This is an optimization exercise on Yosys and OpenROAD, whose aim is small area and a short achievable clock period, not a production implementation.
At most, simulation tests tie the RTL to the original design; equivalence was not proved.
The RTL of runs 1 to 3 was laid out without a check of its function.
Power is estimated from default activity; no workload was simulated.

<file path="flow/config.mk">
export PLATFORM = sky130hd
export DESIGN_NAME = entropy_encode_dc_coefficients
export DESIGN_NICKNAME = entropy_encode_dc_coefficients
export VERILOG_FILES = /design/flow/design.v
export SDC_FILE = /design/flow/constraint.sdc
export NUM_CORES = 4
export LEC_CHECK = 0
export ABC_AREA = 1
export CAP_MARGIN = 20
export CORE_MARGIN = 2
export CORE_UTILIZATION = 40
export SLEW_MARGIN = 20
</file>
<file path="flow/run.sh">
#!/bin/bash
# synth_recipe.tcl (not shown) runs the flow's synth.tcl, then flattens the netlist and writes it again
# the make line also repeats each setting of config.mk as NAME=value (left out here)
make -C /OpenROAD-flow-scripts/flow DESIGN_CONFIG=/design/flow/config.mk WORK_HOME=/design/flow/orfs CLKGATE_MAP_FILE= SYNTH_SCRIPT=/design/flow/synth_recipe.tcl finish
</file>
<file path="flow/constraint.sdc">
create_clock -name core_clock -period 5.0 [get_ports {clk}]
set_input_delay 1.0000 -clock core_clock [delete_from_list [all_inputs] [get_ports {clk}]]
set_output_delay 1.0000 -clock core_clock [all_outputs]
set_load 0.01 [all_outputs]
</file>
<file path="flow/design.v">
`timescale 1ns / 1ps
module entropy_encode_dc_coefficients(
	input clk,
	input reset_n,
	input in_valid,
	input in_first,
	input [15:0] DcCoeff,
	output out_valid,
	output [31:0] codeword,
	output [5:0] codeword_length
);
reg first_pending;
wire is_first = in_first | first_pending;
reg [15:0] prev;
reg        sgn;       
wire        s_eff = sgn & ~is_first;
wire [15:0] p_eff = prev & {16{~is_first}};
wire [16:0] xs = {DcCoeff[15], DcCoeff} ^ {17{s_eff}};
wire [16:0] ps = {p_eff[15], p_eff} ^ {17{s_eff}};
wire [16:0] e = xs - ps;
wire [16:0] m = {e[15:0] ^ {16{e[16]}}, e[16]};
wire d_neg = $signed(DcCoeff) < $signed(prev);
always @(posedge clk) begin
	if (!reset_n) first_pending <= 1'b1;
	else if (in_valid) first_pending <= 1'b0;
	if (in_valid) begin
		prev <= DcCoeff;
		sgn <= d_neg & ~is_first;
	end
end
reg [16:0] m2;
reg        v2, f2;
reg [1:0]  cls;    
always @(posedge clk) begin
	if (!reset_n) v2 <= 1'b0;
	else v2 <= in_valid;
	m2 <= m;
	f2 <= is_first;
end
wire [1:0] mcls = (m2 == 17'd0) ? 2'd0 :
                  (m2 <= 17'd2) ? 2'd1 :
                  (m2 <= 17'd4) ? 2'd2 : 2'd3;
always @(posedge clk) begin
	if (v2) cls <= f2 ? 2'd3 : mcls;
end
wire cF = f2;
wire c0 = ~f2 & (cls == 2'd0);
wire c1 = ~f2 & (cls == 2'd1);
wire c2 = ~f2 & (cls == 2'd2);
wire c3 = ~f2 & (cls == 2'd3);
wire mlt4 = (m2[16:2] == 15'd0);      
wire [17:0] lowk;     
assign lowk = cF ? 18'h1f : c1 ? 18'h1 : c3 ? 18'h7 : 18'h0;
wire [16:0] mm = m2 | lowk[16:0];
wire [17:0] cin;      
assign cin[0] = 1'b1;
genvar j;
generate for (j = 1; j < 18; j = j + 1) begin : g_carry
	assign cin[j] = &mm[j-1:0];
end endgenerate
wire inc = ~c2;
wire [17:0] s;
assign s[16:0] = m2 ^ (cin[16:0] & ~lowk[16:0] & {17{inc}});
assign s[17] = inc & cin[17];
wire [17:0] cw = {s[17:3], s[2] | (c2 & mlt4), s[1:0]};
wire [17:0] t;
generate for (j = 1; j < 18; j = j + 1) begin : g_therm
	if (j < 17) begin : g_or
		assign t[j] = (|m2[16:j]) | (inc & cin[j]) | (c2 & (j <= 2));
	end else begin : g_top
		assign t[j] = inc & cin[j];
	end
end endgenerate
assign t[0] = 1'b1;
wire [1:0] sh = cF ? 2'd2 : (c3 | (c2 & mlt4)) ? 2'd1 : 2'd0;
wire [19:0] tx = {2'b00, t};
wire [17:0] u = (sh == 2'd2) ? tx[19:2] : (sh == 2'd1) ? tx[18:1] : tx[17:0];
reg [4:0] half;
integer i;
always @(*) begin
	half = 5'd0;
	for (i = 1; i < 18; i = i + 1)
		if (u[i] & ~u[(i < 17) ? i + 1 : 17] | (i == 17 & u[17])) half = i;
end
wire [5:0] len = {half, c0 | (c2 & mlt4)};
reg        v3;
reg [17:0] cw3;
reg [5:0]  len3;
always @(posedge clk) begin
	if (!reset_n) v3 <= 1'b0;
	else v3 <= v2;
	cw3 <= cw;
	len3 <= len;
end
assign out_valid = v3;
assign codeword = {14'h0, cw3};
assign codeword_length = len3;
endmodule
</file>
==> run notes, run 1 <==
- Outcome: complete, no violations
- CP Cell Sequence: clkdlybuf4s50_1 > nor2_1 > buf_4 > nand2_1 > buf_4 > xor2_1 > ha_1 > inv_1 > fa_1 > a21oi_1 > o21ai_0 > a21o_1 > nand3_1 > nand2_1 > nand2_1 > nand2_2 > xor2_1
- Flops & latches, synth: 64
- Cells after synthesis: 623
- Worst path bufs/invs: 4
- Global placer's final weighted congestion: between 0.9 and 1
- Switching fraction of total power: 0.3460
- Required time worst endpoint: between 5 and 6 ns
- DRC viols: 0
- Slowest stage delay, CP: around 0.46 ns
- IO Pins: between 50 and 60
- Largest net degree at the start of global routing: 20
- Post-synth EDFFs: 19
- Post-CTS setup buffers: 0
- Number of global-route vias before repair: between 3k and 4k
- CTS tree: built
- Synth top cells by count: 146 x nand2_1, 73 x inv_1, 48 x nand3_1
- Worst Hold Class: reg -> reg
- CP endpoint kind: register
- Worst Tran Pin Value: about 0.84 ns
- Total die area: around 12,000 um^2
- FMAX: about 250 MHz
- Top-area cell type share of the netlist area: 0.1945
- CP most frequent cell: nand2_1
- Number of library cell types mapped by synthesis: 45
- H-tree depth: 3
- Final-report hold violation count: 0
- Crit Path Max Fanout: 19
- Routed Antenna Nets: 0
- Drt total wl: slightly above 9000 um
- Startpoint Class: input pin
- Hpwl dp: between 7000 and 8000 um
- Final period util: 0.7946
- Post-synth top area cell: dfxtp_1
- WL per Instance: between 10 and 15 um
- Root buf cell: clkbuf_16
- Layout cells sized above 1: 0.09064
- Total gr overflow: 0
- Tot GR Track Use: 0.1567
- Layout fillers: roughly 1.1k
- Critical path arrival: about 4.2 ns
- Seq pwr share: 0.351
- Die X: approximately 110 um
- Psw: between 0.7 and 0.8 mW
- Synth async-reset ratio: 0
- Max_cap viols: 0
- VDD IR max: around 0.22 mV
- Port Buffers: 44
- Clock buffer depth: 2
- Clock Latency Late Sink: 0.34 ns
- CTS Hold Bufs: 0
- Final setup viols: 0
- CP delay by family, top: buffers and inverters
- Initial antenna violation count: 0
- Pwr per Cell Area: between 400 and 500 nW/um^2
- Most common cell in the netlist: nand2_1
- Slew Viols, Final: 0
- Post-Syn Area: 4631 um^2
- Reg area: 1471 um^2
- Area of the multi-input gates: 2723 um^2
- Synth top area cells: dfxtp_1 19%, edfxtp_1 12%, nand2_1 12%
- Sum of negative setup slack: 0 ns
- Row count: 39
- RSZ-0062 raised after global routing: no
- Number of sinks on the clock net: 64
- Critical path type: in -> reg
- Syn Area/Cell: approximately 7.4 um^2
- Nets: just over 700
- Core Footprint: between 10,000 and 15,000 um^2
- Chip height: about 110 um
- Final total power: 2.270 mW
- CP max stage cell: clkdlybuf4s50_1
- Ys flop type: dfxtp_1
- Combinational share of power: 0.377
- Minimum clock period: between 3 and 4 ns
- Drt pass-1 iters: 4
- Vias per cell: roughly 4.7
- Sequential cell area fraction in the yosys report: 0.3178
- First-pass GRT wire length: 15,810 um
- Routed via count: 3,837
- Post-cts repair resize count: 0
- Worst rel slew slack: 0.4398
- Num CTS Buffers: 9
- Clk pwr share: 0.271
- LEAKAGE: 2.542 nW
- Ys Warns: 1
- DRT iter0 DRCs: 118
- Initial Util: 0.4073
- Area Growth Syn to Fin: 17.40%
- N_diodes: 0
- Clock Skew: about 0.0074 ns
- Clock-pin slew on the worst setup and hold paths: 0.05 ns
- P_int: between 1 and 1.5 mW
## placed cells by master (no fill, tap or decap), types with 17 or more instances in the layout
cell and count:
xor2_1 37, inv_1 73, edfxtp_1 19, ha_1 32
xnor2_1 19, nand2_1 146, clkdlybuf4s50_1 44, a21oi_1 36
o21ai_0 17, nor2_1 46, nand3_1 48, dfxtp_1 45
## per-layer routing
layer | vias up | part of all wire | track usage | wire (um)
li1 | 2077 | - | - | -
met1 | 1662 | 0.46 | 0.1794 | 4248
met2 | 83 | 0.48 | 0.2744 | 4450
met3 | 15 | 0.045 | 0.04300 | 416
met4 | 0 | 0.021 | 0.06831 | 197
met5 | - | 0 | 0 | 0
## worst paths after layout
check	slack (ns)	end	startpoint	cells after the start
setup / recovery	1.03	m2[15]	in_first	17
hold reg to reg	0.47	first_pending	first_pending	2
setup reg to reg	1.32	m2[15]	sgn	13
hold / removal	0.47	first_pending	first_pending	2
## cells by family (layout without fill, tap and decap cells)
group	Yosys count	in the layout	share of synthesized area
buffers and inverters	105	142	0.1048
flip-flops	64	64	0.3178
other	1	14	0.0008098
AO/OA/AOI/OAI	73	73	0.08916
XOR/XNOR	56	56	0.1059
AND/OR/NAND/NOR	291	291	0.2907
adder cells (fa/ha/maj)	33	33	0.09079
## power by group through the flow
stage / combinational [mW] / sequential [mW] / clock (mW)
2_1_floorplan: 0.553 / 0.833 / 0
3_3_place_gp: 0.853 / 0.807 / 0
3_5_place_dp: 0.862 / 0.810 / 0
4_1_cts: 0.864 / 0.799 / 0.635
5_1_grt: 0.963 / 0.820 / 0.655
6_report: 0.857 / 0.798 / 0.616
## flip-flops by register name, indices dropped and copies added (netlist names)
signal and flops:
cw3 18, cls 2, v3 1, len3 6, prev 16, sgn 1, v2 1, first_pending 1
m2 17, f2 1
## worst reg2reg max path, delay by kind of cell (launching register included)
family | cells | cell delay (ns)
compound gates | 5 | 1.08
xor+xnor | 1 | 0.26
simple gates | 3 | 0.49
buf+inv | 2 | 0.62
fa+ha+maj | 2 | 0.41
flops | 1 | 0.69
## stage by stage
stage          worst slack (ns)  utilization  instance area [um^2]  std cells  hold WS (ns)
2_1_floorplan             1.187            -                  4679        636        0.4306
4_1_cts                  0.9929       0.4782                  5436        816        0.4638
3_5_place_dp             0.6347       0.4516                  5135        801        0.4552
5_1_grt                  0.7397       0.4782                  5436        816        0.4949
6_report                  1.027       0.4782                  5436        816        0.4675
3_3_place_gp             0.7339       0.4516                  5135        801        0.4434
## area by class of cell
type	instances	share of cell area
clock buffer	13	0.05362
clock inverter	2	0.001841
inverter	81	0.05639
multi-input combinational	467	0.5008
sequential	64	0.2707
tap	143	0.03291
timing repair buffer	46	0.08377
==> inputs of run 2 (changes only) <==
==> flow/flow/run.sh (new file) <==
#!/bin/bash
# The standard layout, except that the input and output ports are buffered
# with plain buffers instead of the delay buffers buffer_ports picks by default.
# make's full output goes to make.log in the work folder; ORFS keeps each tool's
# log under orfs/logs/.
set -euo pipefail
cd "$(dirname "$0")/.."
bash standard.sh "BUFFER_PORTS_ARGS=-buffer_cell sky130_fd_sc_hd__buf_2" finish > make.log 2>&1
==> flow/standard.sh (new file) <==
#!/bin/bash
# synth_recipe.tcl (not shown) runs the flow's synth.tcl, then flattens the netlist and writes it again
# the make line also repeats each setting of config.mk as NAME=value (left out here)
make -C /OpenROAD-flow-scripts/flow DESIGN_CONFIG=/design/flow/config.mk WORK_HOME=/design/flow/orfs CLKGATE_MAP_FILE= SYNTH_SCRIPT=/design/flow/synth_recipe.tcl "${@:-finish}"
--- a/flow/config.mk
+++ b/flow/config.mk
@@ -9,4 +9,5 @@
 export CAP_MARGIN = 20
 export CORE_MARGIN = 2
 export CORE_UTILIZATION = 40
+export SETUP_SLACK_MARGIN = 3.0
 export SLEW_MARGIN = 20
removed: flow/run.sh
==> run 2 against run 1 <==
  * Still clean
  * Sequential share of layout area shrank 3.1 points
  * Synthesized cell count is the same
  * Hold slack gained 0.023 ns
  * Utilization grew 6.4 points
  * Register-to-register slack gained 1.1 ns
  * Design area grew 13%
  * Global-route usage grew 2.8 points
  * Synthesized area is the same
  * Wire length grew 22%
  * Fmax grew 33%
  * Clock skew grew 0.0031 ns
==> run notes, run 2 <==
- Layout fillers: 1,040 (-7.8%)
- Area Growth Syn to Fin: 33.05%
- DRC viols: 0 (unchanged)
- IO Pins: 59 (unchanged)
- First-pass GRT wire length: 18,710 um (+18%)
- Routed Antenna Nets: 0 (unchanged)
- Sum of negative setup slack: 0 ns (unchanged)
- Number of library cell types mapped by synthesis: 45 (unchanged)
- Cells after synthesis: 623 (unchanged)
- Ys Warns: 1 (unchanged)
- Post-Layout Cell Count: 861 (+5.5%)
- Final Core Density: 0.5419 (+0.06372)
- Synth top cells by count: 146 x nand2_1, 73 x inv_1, 48 x nand3_1
- H-tree depth: 3 (unchanged)
- Flops & latches, synth: 64 (unchanged)
- Total gr overflow: 0 (unchanged)
- Drt total wl: 11,320 um (+22%)
- Outcome: complete, no violations
- Row count: 39 (unchanged)
- Synth top area cells: dfxtp_1 19%, edfxtp_1 12%, nand2_1 12%
- Worst Hold Class: reg -> reg
- Critical path type: in -> reg
- Slowest stage delay, CP: 0.34 ns (-0.12 ns)
- Top Registers: cw3 (18), m2 (17), prev (16)
- Post-synth top area cell: dfxtp_1
- Area of the multi-input gates: 3293 um^2 (+21%)
- Final-report hold violation count: 0 (unchanged)
- WHS Endpoint: first_pending
- Ys flop type: dfxtp_1
- RSZ-0062 raised after global routing: yes
- Startpoint Class: input pin
- Clock Latency Late Sink: 0.35 ns (about the same)
- Crit Path Max Fanout: 9 (-10)
- Largest net degree at the start of global routing: 20 (unchanged)
- N_diodes: 0 (unchanged)
- Routed via count: 4,213 (+9.8%)
- Post-Syn Area: 4631 um^2 (unchanged)
- Layout cells sized above 1: 0.3329 (+0.2422)
- Die X: 111.6 um (unchanged)
- Number of global-route vias before repair: 4,112 (+14%)
- Final period util: 0.5994 (-0.1952)
- Core Footprint: 11,370 um^2 (unchanged)
- Top-area cell type share of the netlist area: 0.1945 (unchanged)
- CTS Hold Bufs: 0 (unchanged)
- Tot GR Track Use: 0.1845 (+0.02777)
- CP Cell Sequence: buf_6 > nor2_4 > nand2_8 > xor2_2 > ha_2 > inv_2 > fa_2 > a21oi_2 > o21ai_2 > a21o_1 > a21o_1 > a21oi_2 > xor2_1 > xor2_1
- Root buf cell: clkbuf_16
- VDD IR max: 0.1962 mV (-13%)
- DRT iter0 DRCs: 116 (-1.7%)
- WL per Instance: 13.15 um (+15%)
- Num CTS Buffers: 9 (unchanged)
- Placed Cells: 799 (-0.25%)
- Final setup viols: 0 (unchanged)
- Clock buffer depth: 2 (unchanged)
- Largest reg by FF count: cw3
- Nets: 768 (+6.4%)
- LEAKAGE: 2.884 nW (+13%)
- Most common cell in the netlist: nand2_1
- Worst r2r src: sgn
- Number of sinks on the clock net: 64 (unchanged)
- Syn Area/Cell: 7.433 um^2 (unchanged)
- R2R cell count: 13 (unchanged)
- CP max stage cell: fa_2
- Chip height: 111.6 um (unchanged)
- Drt pass-1 iters: 4 (unchanged)
- Max reg flops: 18 (unchanged)
- Flop-to-flop setup slack: 2.37 ns (+1.05 ns)
- Initial antenna violation count: 0 (unchanged)
- Vias per cell: 4.893 (+4.1%)
- Initial Util: 0.4073 (unchanged)
- Slew Viols, Final: 0 (unchanged)
- Post-synth EDFFs: 19 (unchanged)
- Clock Skew: 0.01048 ns (+0.003076 ns)
- Required time worst endpoint: 5.28 ns (+0.08 ns)
- Worst Hold Launch: first_pending
- Clock-pin slew on the worst setup and hold paths: 0.06 ns (about the same)
- Synth async-reset ratio: 0 (unchanged)
- Port Buffers: 44 (unchanged)
- CTS tree: built
- Sequential cell area fraction in the yosys report: 0.3178 (unchanged)
- Minimum clock period: 2.997 ns (-0.9760 ns)
- Global placer's final weighted congestion: 0.8697 (-4.7%)
- Max_cap viols: 0 (unchanged)
- Worst path bufs/invs: 2 (-2)
- Total die area: 12,450 um^2 (unchanged)
- Worst reg2reg endpoint: m2[11]
- Critical path arrival: 3.27 ns (-0.91 ns)
- CP delay by family, top: compound AO/OA/AOI/OAI gates
- Commonest non-fill, non-tap cell in the layout: nand2_1
- Hpwl dp: 7917 um (+2.9%)
- Pwr per Cell Area: 381.0 nW/um^2 (-8.8%)
- CP endpoint kind: register
- Hold Path Stages: 2 (unchanged)
- Reg area: 1476 um^2 (+0.34%)
- FMAX: 333.7 MHz (+33%)
- Most frequent cells in the layout: 129 x nand2_1, 70 x inv_1, 43 x dfxtp_1, 41 x nand3_1
## run 2: cell counts after synthesis
Identical to the previous run, type by type.
## run 2: repair_timing
item	4_1_cts	5_1_grt
resized for setup	48	61
gates cloned	1	2
pin swaps	39	49
setup buffers	33	12
endpoints found under the setup margin	33	23
## run 2: worst max path at each step
stage          startpoint     end  slack (ns)  cells past startpoint
2_1_floorplan    in_first  m2[12]        1.86                     15
3_3_place_gp     in_first  m2[11]        1.31                     14
3_5_place_dp     in_first  m2[11]        1.24                     14
4_1_cts          in_first  m2[11]        2.00                     15
5_1_grt          in_first  m2[11]        1.87                     14
6_report         in_first  m2[11]        2.00                     14
## run 2: tightest hold or removal path: cells and delay by family (launching register included)
family	cells	cell delay (ns)
AOI/OAI and AO/OA	1	0.06
buffers and inverters	1	0.05
DFF	1	0.33
## run 2: logic make-up (layout without fill, tap and decap cells)
group | Yosys count | in the layout | share of synthesized area
AND/OR/NAND/NOR | 291 | 293 | 0.2907
AO/OA/AOI/OAI | 73 | 73 | 0.08916
XOR/XNOR | 56 | 56 | 0.1059
adder cells (fa/ha/maj) | 33 | 33 | 0.09079
flip-flops | 64 | 64 | 0.3178
other | 1 | 14 | 0.0008098
buffers and inverters | 105 | 185 | 0.1048
## run 2: routing by layer
metal / routed length [um] / up-vias / GRT usage
li1: - / 2170 / -
met1: 4620 / 1882 / 0.2110
met2: 5755 / 124 / 0.3276
met3: 528 / 37 / 0.04573
met4: 413 / 0 / 0.07901
met5: 0 / - / 0
## run 2: cell type report
type                    count  area share
clock buffers              10     0.03879
flip-flops and latches     64      0.2396
clock inverters             4    0.003452
inverters                  81     0.04996
multi-input cells         469      0.5345
well taps                 143     0.02904
repair buffers             90      0.1046
## run 2: stage by stage
| step | power (mW) | hold slack (ns) | instance area (um^2) | setup WS, ns |
|---|---|---|---|---|
| global placement | 1.595 | 0.4752 | 5005 | 1.309 |
| global route | 2.515 | 0.5132 | 6161 | 1.866 |
| finish | 2.347 | 0.4904 | 6161 | 2.003 |
| CTS | 2.268 | 0.4903 | 5764 | 2.002 |
| floorplan | 1.411 | 0.4383 | 4798 | 1.856 |
| detailed placement | 1.612 | 0.4827 | 5005 | 1.245 |
## run 2: where the power goes
part	internal, mW	switching, mW	leakage, nW	total, mW
registers	0.702	0.0958	0.560	0.798
clock network	0.340	0.235	0.134	0.575
logic	0.393	0.581	2.19	0.975
==> inputs of run 3 (changes only) <==
--- a/flow/design.v
+++ b/flow/design.v
@@ -1,5 +1,5 @@
 `timescale 1ns / 1ps
-module entropy_encode_dc_coefficients(
+module entropy_encode_dc_coefficients #(parameter ADDER = 0) (
 	input clk,
 	input reset_n,
 	input in_valid,
@@ -15,11 +15,64 @@
 reg        sgn;       
 wire        s_eff = sgn & ~is_first;
 wire [15:0] p_eff = prev & {16{~is_first}};
-wire [16:0] xs = {DcCoeff[15], DcCoeff} ^ {17{s_eff}};
-wire [16:0] ps = {p_eff[15], p_eff} ^ {17{s_eff}};
-wire [16:0] e = xs - ps;
-wire [16:0] m = {e[15:0] ^ {16{e[16]}}, e[16]};
-wire d_neg = $signed(DcCoeff) < $signed(prev);
+wire [15:0] pp = ~(DcCoeff ^ p_eff);                         
+wire [15:0] gg = s_eff ? (~DcCoeff & p_eff) : (DcCoeff & ~p_eff);  
+wire        eq = &pp;                                         
+wire [15:0] g0 = {gg[15:1], gg[0] | pp[0]};
+wire [16:0] c;
+assign c[0] = 1'b1;
+genvar b;
+generate
+	if (ADDER == 1) begin : g_ripple
+		for (b = 0; b < 16; b = b + 1) begin : g_r
+			assign c[b+1] = g0[b] | (pp[b] & c[b]);
+		end
+	end else begin : g_sklansky
+		wire [15:0] G0 = g0, P0 = pp;
+		wire [15:0] G1, P1, G2, P2, G3, P3, G4, P4;
+		for (b = 0; b < 16; b = b + 1) begin : g_l0
+			if (b & 1) begin : g_node
+				assign G1[b] = G0[b] | (P0[b] & G0[((b >> 0) << 0) - 1]);
+				assign P1[b] = P0[b] & P0[((b >> 0) << 0) - 1];
+			end else begin : g_pass
+				assign G1[b] = G0[b];
+				assign P1[b] = P0[b];
+			end
+		end
+		for (b = 0; b < 16; b = b + 1) begin : g_l1
+			if (b & 2) begin : g_node
+				assign G2[b] = G1[b] | (P1[b] & G1[((b >> 1) << 1) - 1]);
+				assign P2[b] = P1[b] & P1[((b >> 1) << 1) - 1];
+			end else begin : g_pass
+				assign G2[b] = G1[b];
+				assign P2[b] = P1[b];
+			end
+		end
+		for (b = 0; b < 16; b = b + 1) begin : g_l2
+			if (b & 4) begin : g_node
+				assign G3[b] = G2[b] | (P2[b] & G2[((b >> 2) << 2) - 1]);
+				assign P3[b] = P2[b] & P2[((b >> 2) << 2) - 1];
+			end else begin : g_pass
+				assign G3[b] = G2[b];
+				assign P3[b] = P2[b];
+			end
+		end
+		for (b = 0; b < 16; b = b + 1) begin : g_l3
+			if (b & 8) begin : g_node
+				assign G4[b] = G3[b] | (P3[b] & G3[((b >> 3) << 3) - 1]);
+				assign P4[b] = P3[b] & P3[((b >> 3) << 3) - 1];
+			end else begin : g_pass
+				assign G4[b] = G3[b];
+				assign P4[b] = P3[b];
+			end
+		end
+		assign c[16:1] = G4;
+	end
+endgenerate
+wire [15:0] e = pp ^ c[15:0];
+wire        e16 = pp[15] ^ c[16];
+wire [16:0] m = {e ^ {16{e16}}, e16};
+wire d_neg = s_eff ? (~e16 & ~eq) : e16;
 always @(posedge clk) begin
 	if (!reset_n) first_pending <= 1'b1;
 	else if (in_valid) first_pending <= 1'b0;
==> run 3 against run 2 <==
  * Still clean on timing, DRC and antenna
  * Synthesized cell count grew 5.3%
  * Sequential power decreased by 7.8%
  * Hold slack worse by 0.022 ns
  * Final cell count is 2.8% higher
  * Global-route usage is 0.69 points lower
  * Die area increased by 0.60%
  * Via count increased by 0.26%
  * Combinational power fell by 28%
  * Register-to-register slack improved by 0.19 ns
  * Critical path type unchanged
  * Largest cell class unchanged
==> run notes, run 3 <==
- Sum of negative setup slack: 0 ns (unchanged)
- First-pass GRT wire length: 17,970 um (-4.0%)
- Psw: 0.7338 mW (-20%)
- WL per Instance: 12.53 um (-4.6%)
- CP max stage cell: nor4_4
- Flop-to-flop setup slack: 2.56 ns (+0.19 ns)
- Clk pwr share: 0.283 (+0.038)
- Syn Area/Cell: 7.103 um^2 (-4.4%)
- Startpoint Class: input pin
- Sequential cell area fraction in the yosys report: 0.3158 (-0.001962)
- Top-area cell type share of the netlist area: 0.1933 (-0.001202)
- Final period util: 0.5618 (-0.03763)
- Synth top cells by count: 190 x nand2_1, 102 x inv_1, 57 x nor2_1
- Max_cap viols: 0 (unchanged)
- Clock-pin slew on the worst setup and hold paths: 0.06 ns (about the same)
- Total gr overflow: 0 (unchanged)
- Post-Syn Area: 4659 um^2 (+0.62%)
- Core Footprint: 11,370 um^2 (unchanged)
- Row count: 39 (unchanged)
- N_diodes: 0 (unchanged)
- Slew Viols, Final: 0 (unchanged)
- Nets: 794 (+3.4%)
- Root buf cell: clkbuf_16
- R2R cell count: 17 (+4)
- Initial antenna violation count: 0 (unchanged)
- Port Buffers: 44 (unchanged)
- Seq pwr share: 0.368 (+0.028)
- Slowest stage delay, CP: 0.34 ns (about the same)
- DRT iter0 DRCs: 180 (+55%)
- Critical path arrival: 2.92 ns (-0.35 ns)
- H-tree depth: 3 (unchanged)
- FMAX: 356.0 MHz (+6.7%)
- IO Pins: 59 (unchanged)
- Most frequent cells in the layout: 163 x nand2_1, 96 x inv_1, 53 x nor2_1, 44 x dfxtp_1, 43 x buf_2
- Hold Path Stages: 2 (unchanged)
- Minimum clock period: 2.809 ns (-0.1881 ns)
- Routed Antenna Nets: 0 (unchanged)
- Combinational share of power: 0.350 (-0.065)
- Worst r2r src: first_pending
- Final-report hold violation count: 0 (unchanged)
- DRC viols: 0 (unchanged)
- Total die area: 12,530 um^2 (+0.60%)
- Die X: 111.9 um (+0.30%)
- Tot GR Track Use: 0.1776 (-0.006889)
- CTS tree: built
- Top Registers: cw3 (18), m2 (17), prev (16)
- Flops & latches, synth: 64 (unchanged)
- CP most frequent cell: nand2_4
- Crit Path Max Fanout: 7 (-2)
- Area Growth Syn to Fin: 29.94%
- Max reg flops: 18 (unchanged)
- Required time worst endpoint: 5.11 ns (-0.17 ns)
- Pwr per Cell Area: 330.6 nW/um^2 (-13%)
- Cells after synthesis: 656 (+5.3%)
- Most common cell in the netlist: nand2_1
- CTS Hold Bufs: 0 (unchanged)
- Hpwl dp: 7799 um (-1.5%)
- Drt pass-1 iters: 5 (+1)
- Chip height: 111.9 um (+0.30%)
- Synth top area cells: dfxtp_1 19%, nand2_1 15%, edfxtp_1 12%
- Largest reg by FF count: cw3
- Worst Hold Launch: v2
- RSZ-0062 raised after global routing: yes
- Vias per cell: 4.773 (-2.5%)
- Commonest non-fill, non-tap cell in the layout: nand2_1
- Number of sinks on the clock net: 64 (unchanged)
- WHS Endpoint: v3
- Final setup viols: 0 (unchanged)
- Clock Skew: 0.01046 ns (-0.00001550 ns)
- Largest net degree at the start of global routing: 24 (+20%)
- Drt total wl: 11,090 um (-2.0%)
- Ys flop type: dfxtp_1
- Post-synth EDFFs: 19 (unchanged)
- Ys Warns: 1 (unchanged)
- Initial Util: 0.4098 (+0.002531)
- Num CTS Buffers: 9 (unchanged)
- Clock buffer depth: 2 (unchanged)
- P_int: 1.268 mW (-12%)
- Number of global-route vias before repair: 3,954 (-3.8%)
- Global placer's final weighted congestion: 0.9526 (+9.5%)
- VDD IR max: 0.2938 mV (+50%)
- Hold_ws: 0.4687 ns (-0.02169 ns)
- Number of library cell types mapped by synthesis: 41 (-8.9%)
- Post-synth top area cell: dfxtp_1
- Routed via count: 4,224 (+0.26%)
- Layout cells sized above 1: 0.2763 (-0.05659)
- Worst Hold Class: reg -> reg
- Worst reg2reg endpoint: m2[3]
- Switching fraction of total power: 0.3666 (-0.02177)
- LEAKAGE: 3.167 nW (+9.8%)
- Clock Latency Late Sink: 0.35 ns (about the same)
- CP Cell Sequence: buf_6 > nor2_4 > buf_12 > buf_12 > nand2_1 > ha_4 > clkinvlp_4 > nor4_4 > nand2_4 > nand2_4 > nand2_4 > nand2_8 > nand2_2 > nand2_1 > nor2_1
- Critical path type: in -> reg
- CP endpoint kind: register
- Synth async-reset ratio: 0 (unchanged)
- Outcome: complete, no violations
run 3: cell types whose count changed after synthesis, moves of 7 or more:
cell     delta
xnor2_1    -18
o21ai_0     -7
nand2_1    +44
o21ai_1     +7
xor2_1     -12
nor2_1     +11
a21oi_1    -23
inv_1      +29
run 3: stage by stage:
| stage | power [mW] | util | area [um^2] | std cells | worst slack (ns) |
|---|---|---|---|---|---|
| CTS | 1.971 | 0.5040 | 5731 | 872 | 2.235 |
| global route | 2.130 | 0.5325 | 6055 | 885 | 2.091 |
| finish | 2.001 | 0.5325 | 6055 | 885 | 2.191 |
| global placement | 1.324 | 0.4440 | 5049 | 834 | 1.317 |
| floorplan | 1.169 | - | 4833 | 669 | 1.922 |
| detailed placement | 1.330 | 0.4440 | 5049 | 834 | 1.273 |
run 3: kinds of logic after synthesis:
kind of cell | synth area share
AND/OR/NAND/NOR | 0.3351
flip-flops | 0.3158
AO/OA/AOI/OAI | 0.06096
XOR/XNOR | 0.06284
adder cells (fa/ha/maj) | 0.09935
buffers and inverters | 0.1251
other | 0.0008048
run 3: power groups by stage:
stage          registers (mW)  clock network, mW  logic [mW]
6_report                0.736              0.565       0.700
5_1_grt                 0.750              0.599       0.781
4_1_cts                 0.734              0.586       0.651
3_5_place_dp            0.745                  0       0.585
3_3_place_gp            0.744                  0       0.580
2_1_floorplan           0.762                  0       0.407
run 3: final cells by class:
type | count | area (um^2)
clock buffer | 10 | 229.0
tap | 143 | 178.9
inverter | 109 | 412.9
fill | 1039 | 5315
multi-input combinational | 476 | 3208
clock inverter | 6 | 35.03
timing repair buffer | 77 | 515.5
sequential | 64 | 1475
run 3: critical path, delay by kind of cell:
family | cells | cell delay, ns
fa+ha+maj | 1 | 0.32
simple gates | 10 | 1.07
buf+inv | 4 | 0.50
run 3: worst max-delay path by stage:
stage | from | end | slack (ns) | cells past startpoint
after floorplan | in_first | sgn | 1.92 | 19
after global placement | in_first | sgn | 1.32 | 19
after detailed placement | in_first | sgn | 1.27 | 19
after CTS | in_first | sgn | 2.24 | 20
after global routing | in_first | sgn | 2.09 | 15
final | in_first | sgn | 2.19 | 15
run 3: timing repair:
item | CTS | global route
pin swaps | 31 | 31
setup endpoints to repair | 32 | 23
gates resized for setup | 44 | 47
buffers inserted | 20 | 13
cloned | 2 | 0
run 3: routing by layer:
| metal | track usage | routed length [um] | vias to the layer above |
|---|---|---|---|
| met2 | 0.3067 | 5577 | 108 |
| met5 | 0 | 0 | - |
| met4 | 0.06748 | 237 | 0 |
| met1 | 0.2066 | 4756 | 1896 |
| met3 | 0.05553 | 521 | 26 |
| li1 | - | - | 2194 |
==> inputs of run 4 (changes only) <==
--- a/flow/design.v
+++ b/flow/design.v
@@ -11,13 +11,25 @@
 );
 reg first_pending;
 wire is_first = in_first | first_pending;
+wire take_first = in_valid & is_first;
+reg [15:0] x1;
+reg        v1, f1;
+always @(posedge clk) begin
+	if (!reset_n) begin
+		first_pending <= 1'b1;
+		v1 <= 1'b0;
+	end else begin
+		if (in_valid) first_pending <= 1'b0;
+		v1 <= in_valid;
+	end
+	x1 <= DcCoeff;
+	f1 <= is_first;
+end
 reg [15:0] prev;
 reg        sgn;       
-wire        s_eff = sgn & ~is_first;
-wire [15:0] p_eff = prev & {16{~is_first}};
-wire [15:0] pp = ~(DcCoeff ^ p_eff);                         
-wire [15:0] gg = s_eff ? (~DcCoeff & p_eff) : (DcCoeff & ~p_eff);  
-wire        eq = &pp;                                         
+wire [15:0] pp = ~(x1 ^ prev);                           
+wire [15:0] gg = sgn ? (~x1 & prev) : (x1 & ~prev);      
+wire        eq = &pp;                                    
 wire [15:0] g0 = {gg[15:1], gg[0] | pp[0]};
 wire [16:0] c;
 assign c[0] = 1'b1;
@@ -72,13 +84,14 @@
 wire [15:0] e = pp ^ c[15:0];
 wire        e16 = pp[15] ^ c[16];
 wire [16:0] m = {e ^ {16{e16}}, e16};
-wire d_neg = s_eff ? (~e16 & ~eq) : e16;
+wire d_neg = sgn ? (~e16 & ~eq) : e16;
 always @(posedge clk) begin
-	if (!reset_n) first_pending <= 1'b1;
-	else if (in_valid) first_pending <= 1'b0;
-	if (in_valid) begin
-		prev <= DcCoeff;
-		sgn <= d_neg & ~is_first;
+	if (take_first) begin
+		prev <= 16'h0;
+		sgn <= 1'b0;
+	end else if (v1) begin
+		prev <= x1;
+		sgn <= d_neg & ~f1;
 	end
 end
 reg [16:0] m2;
@@ -86,9 +99,9 @@
 reg [1:0]  cls;    
 always @(posedge clk) begin
 	if (!reset_n) v2 <= 1'b0;
-	else v2 <= in_valid;
+	else v2 <= v1;
 	m2 <= m;
-	f2 <= is_first;
+	f2 <= f1;
 end
 wire [1:0] mcls = (m2 == 17'd0) ? 2'd0 :
                   (m2 <= 17'd2) ? 2'd1 :
==> run 4 against run 3 <==
  * Die area up 2.4%
  * Global-route usage down 0.34 points
  * Combinational power up 14%
  * Largest power group unchanged
  * Largest cell class unchanged
  * Register-to-register slack better by 0.37 ns
  * Final cell count up 3.3%
  * Sequential power up 25%
  * Non-clock buffer count up 6
  * Clock power up 16%
  * Setup slack better by 0.73 ns
==> run notes, run 4 <==
- H-tree depth: 3 (unchanged)
- Global placer's final weighted congestion: 0.9143 (-4.0%)
- VDD IR max: 0.2304 mV (-22%)
- Clock Latency Late Sink: 0.34 ns (about the same)
- Number of library cell types mapped by synthesis: 39 (-4.9%)
- Synth async-reset ratio: 0 (unchanged)
- Most frequent cells in the layout: 152 x nand2_1, 113 x inv_1, 68 x dfxtp_1, 47 x nor2_1, 44 x buf_2
- Row count: 39 (unchanged)
- Largest reg by FF count: cw3
- Final setup margin: 2.926 ns (+0.7350 ns)
- Slew Viols, Final: 0 (unchanged)
- Total die area: 12,830 um^2 (+2.4%)
- Startpoint Class: register
- Hpwl dp: 7690 um (-1.4%)
- Clock Skew: 0.008858 ns (-0.001603 ns)
- Psw: 0.8414 mW (+15%)
- Sum of negative setup slack: 0 ns (unchanged)
- Nets: 823 (+3.7%)
- CP Cell Sequence: inv_1 > ha_1 > ha_4 > inv_2 > nand3_2 > nand3_2 > nand3_2 > nand2_2 > nand2_4 > nand2_4 > nand2_4 > nand2_4 > nand2_4 > nand2_1 > nand3_2 > a21boi_1
- Drt total wl: 11,210 um (+1.0%)
- Most common cell in the netlist: nand2_1
- P_int: 1.533 mW (+21%)
- Worst Tran Pin Value: slightly above 1 ns
- CP delay by family, top: simple AND/OR/NAND/NOR gates
- Flops & latches, synth: 82 (+28%)
- Post-synth top area cell: dfxtp_1
- Synth top cells by count: 185 x nand2_1, 121 x inv_1, 80 x dfxtp_1
- Port Buffers: 44 (unchanged)
- Layout fillers: 1,074 (+3.4%)
- Final setup viols: 0 (unchanged)
- Chip height: 113.3 um (+1.2%)
- Syn Area/Cell: 7.005 um^2 (-1.4%)
- Switching fraction of total power: 0.3544 (-0.01225)
- DRT iter0 DRCs: 207 (+15%)
- Clock-pin slew on the worst setup and hold paths: 0.06 ns (about the same)
- Vias per cell: 4.650 (-2.6%)
- Commonest non-fill, non-tap cell in the layout: nand2_1
- CTS tree: built
- Required time worst endpoint: 5.26 ns (+0.15 ns)
- Placed Cells: 856 (+2.6%)
- Top Registers: cw3 (18), m2 (17)
- First-pass GRT wire length: 17,840 um (-0.73%)
- Routed via count: 4,250 (+0.62%)
- Worst Hold Class: reg -> reg
- Post-Syn Area: 4777 um^2 (+2.5%)
- Worst path bufs/invs: 2 (-2)
- Largest net degree at the start of global routing: 35 (+46%)
- Top-area cell type share of the netlist area: 0.3353 (+0.1419)
- Critical path arrival: 2.33 ns (-0.59 ns)
- Number of global-route vias before repair: 4,052 (+2.5%)
- Routed Antenna Nets: 0 (unchanged)
- Clock buffer depth: 2 (unchanged)
- CP max stage cell: dfxtp_2
- CP most frequent cell: nand2_4
- Root buf cell: clkbuf_16
- IO Pins: 59 (unchanged)
- Drt pass-1 iters: 4 (-1)
- Clk pwr share: 0.277 (-0.006)
- Initial Util: 0.4148 (+0.005003)
- LEAKAGE: 3.218 nW (+1.6%)
- Crit Path Max Fanout: 5 (-2)
- Num CTS Buffers: 9 (unchanged)
- Outcome: complete, no violations
- Max reg flops: 18 (unchanged)
- Seq pwr share: 0.387 (+0.019)
- Slowest stage delay, CP: 0.34 ns (about the same)
- Final Core Density: 0.5387 (+0.006160)
- Layout cells sized above 1: 0.2983 (+0.02203)
- DRC viols: 0 (unchanged)
- Post-synth EDFFs: 2 (-17)
- Initial antenna violation count: 0 (unchanged)
- Area Growth Syn to Fin: 29.86% (about the same)
- RSZ-0062 raised after global routing: yes
- Post-Layout Cell Count: 914 (+3.3%)
- Cells after synthesis: 682 (+4.0%)
- Combinational share of power: 0.336 (-0.014)
- WL per Instance: 12.26 um (-2.2%)
- Minimum clock period: 2.074 ns (-0.7350 ns)
- Synth top area cells: dfxtp_1 34%, nand2_1 15%, ha_1 9.7%
- Die X: 113.3 um (+1.2%)
- Total gr overflow: 0 (unchanged)
- Ys flop type: dfxtp_1
- Final-report hold violation count: 0 (unchanged)
- Dpl ws: 2.364 ns (+1.091 ns)
- Core Footprint: 11,520 um^2 (+1.3%)
- N_diodes: 0 (unchanged)
- CP endpoint kind: register
- Ys Warns: 1 (unchanged)
- Max_cap viols: 0 (unchanged)
- Critical path type: reg -> reg
- FMAX: 482.2 MHz (+35%)
- Pwr per Cell Area: 382.7 nW/um^2 (+16%)
- Tot GR Track Use: 0.1742 (-0.003423)
- Final period util: 0.4148 (-0.1470)
- Sequential cell area fraction in the yosys report: 0.3478 (+0.03204)
- Number of sinks on the clock net: 82 (+28%)
- Worst rel slew slack: 0.3163
[run 4: cell types whose count changed after synthesis, moves of 5 or more]
cell	change
o21ai_0	+19
edfxtp_1	-17
xnor2_1	+6
nand2_1	-5
nand3_1	-19
dfxtp_1	+35
o21ai_2	-5
inv_1	+19
nand2_2	+7
[run 4: final cells by class]
| class | count | area (um^2) | area share |
|---|---|---|---|
| Clock inverter | 5 | 53.80 | 0.008673 |
| Clock buffer | 11 | 242.7 | 0.03913 |
| Timing Repair Buffer | 83 | 544.3 | 0.08774 |
| Multi-Input combinational cell | 466 | 3027 | 0.4879 |
| Sequential cell | 82 | 1684 | 0.2715 |
| Tap cell | 143 | 178.9 | 0.02884 |
| Inverter | 124 | 473.0 | 0.07624 |
[run 4: per-stage QoR]
| step | total power [mW] | hold WS (ns) | cell area, um^2 |
|---|---|---|---|
| floorplan | 1.390 | 0.3310 | 4873 |
| global placement | 1.569 | 0.3626 | 5097 |
| detailed placement | 1.581 | 0.3563 | 5097 |
| CTS | 2.325 | 0.3634 | 5869 |
| global route | 2.534 | 0.3638 | 6203 |
| finish | 2.374 | 0.3555 | 6203 |
[run 4: kinds of logic (layout without fill, tap and decap cells)]
kind of cell	after synthesis	after routing	share of synthesized area
AND/OR/NAND/NOR	320	323	0.2923
buffers and inverters	150	223	0.1341
flip-flops	82	82	0.3478
AO/OA/AOI/OAI	61	61	0.07125
adder cells (fa/ha/maj)	37	37	0.09691
XOR/XNOR	31	31	0.05684
other	1	14	0.0007850
[run 4: worst paths after layout]
kind / from / endpoint / slack, ns / cells after the start
min reg2reg: f1 / f2 / 0.36 / 0
max: x1[1] / sgn / 2.93 / 16
max reg2reg: x1[1] / sgn / 2.93 / 16
min: f1 / f2 / 0.36 / 0
[run 4: power by group through the flow]
stage	registers (mW)	logic, mW	clock network, mW
after detailed placement	0.921	0.660	0
after global routing	0.938	0.888	0.707
after floorplan	0.940	0.450	0
after CTS	0.915	0.730	0.681
final	0.919	0.797	0.658
after global placement	0.920	0.649	0
[run 4: repair_timing]
action | 4_1_cts | 5_1_grt
setup buffers | 31 | 8
hold buffers | 0 | 0
cloned | 3 | 0
pin swaps | 31 | 35
gates resized for setup | 58 | 71
setup endpoints to repair | 24 | 22
[run 4: metal layers]
metal  wire (um)  track usage  vias to the layer above
met3         386      0.04017                       20
met2        5809       0.3218                       86
met4         308      0.07805                        0
met5           0            0                        -
li1            -            -                     2220
met1        4701       0.1885                     1924

## what the ideal ports hide
The results above use ideal ports. As a check the final layouts listed here were re-extracted and re-timed, cells and wires unchanged. Step 1 (the two cells are an assumption about what drives the block):
set clk [get_ports {clk}]
set_driving_cell -lib_cell sky130_fd_sc_hd__clkbuf_16 $clk
set_driving_cell -lib_cell sky130_fd_sc_hd__buf_2 [delete_from_list [all_inputs] $clk]
Step 2 also shifts input and output timing later by t, the mid clock arrival at the registers, as if the neighbouring blocks saw the same clock. Slacks: no drivers / after step 1 / after step 2; pairs: no drivers / after step 1.
run | shift t [ns] | setup WS [ns] | hold WS [ns]
run 1 | 0.374 | 1.027 / 1.045 / 0.671 | 0.467 / 0.467 / 0.467
run 2 | 0.379 | 2.003 / 2.009 / 1.630 | 0.490 / 0.490 / 0.490
run 3 | 0.378 | 2.191 / 2.195 / 1.817 | 0.469 / 0.469 / 0.469
run 4 | 0.374 | 2.926 / 2.926 / 2.850 | 0.355 / 0.355 / 0.355
After both steps every run listed still meets setup and hold. The setup slack of run 3, which loses most, moves by +0.004 ns with the drivers and by -0.374 ns with both steps.
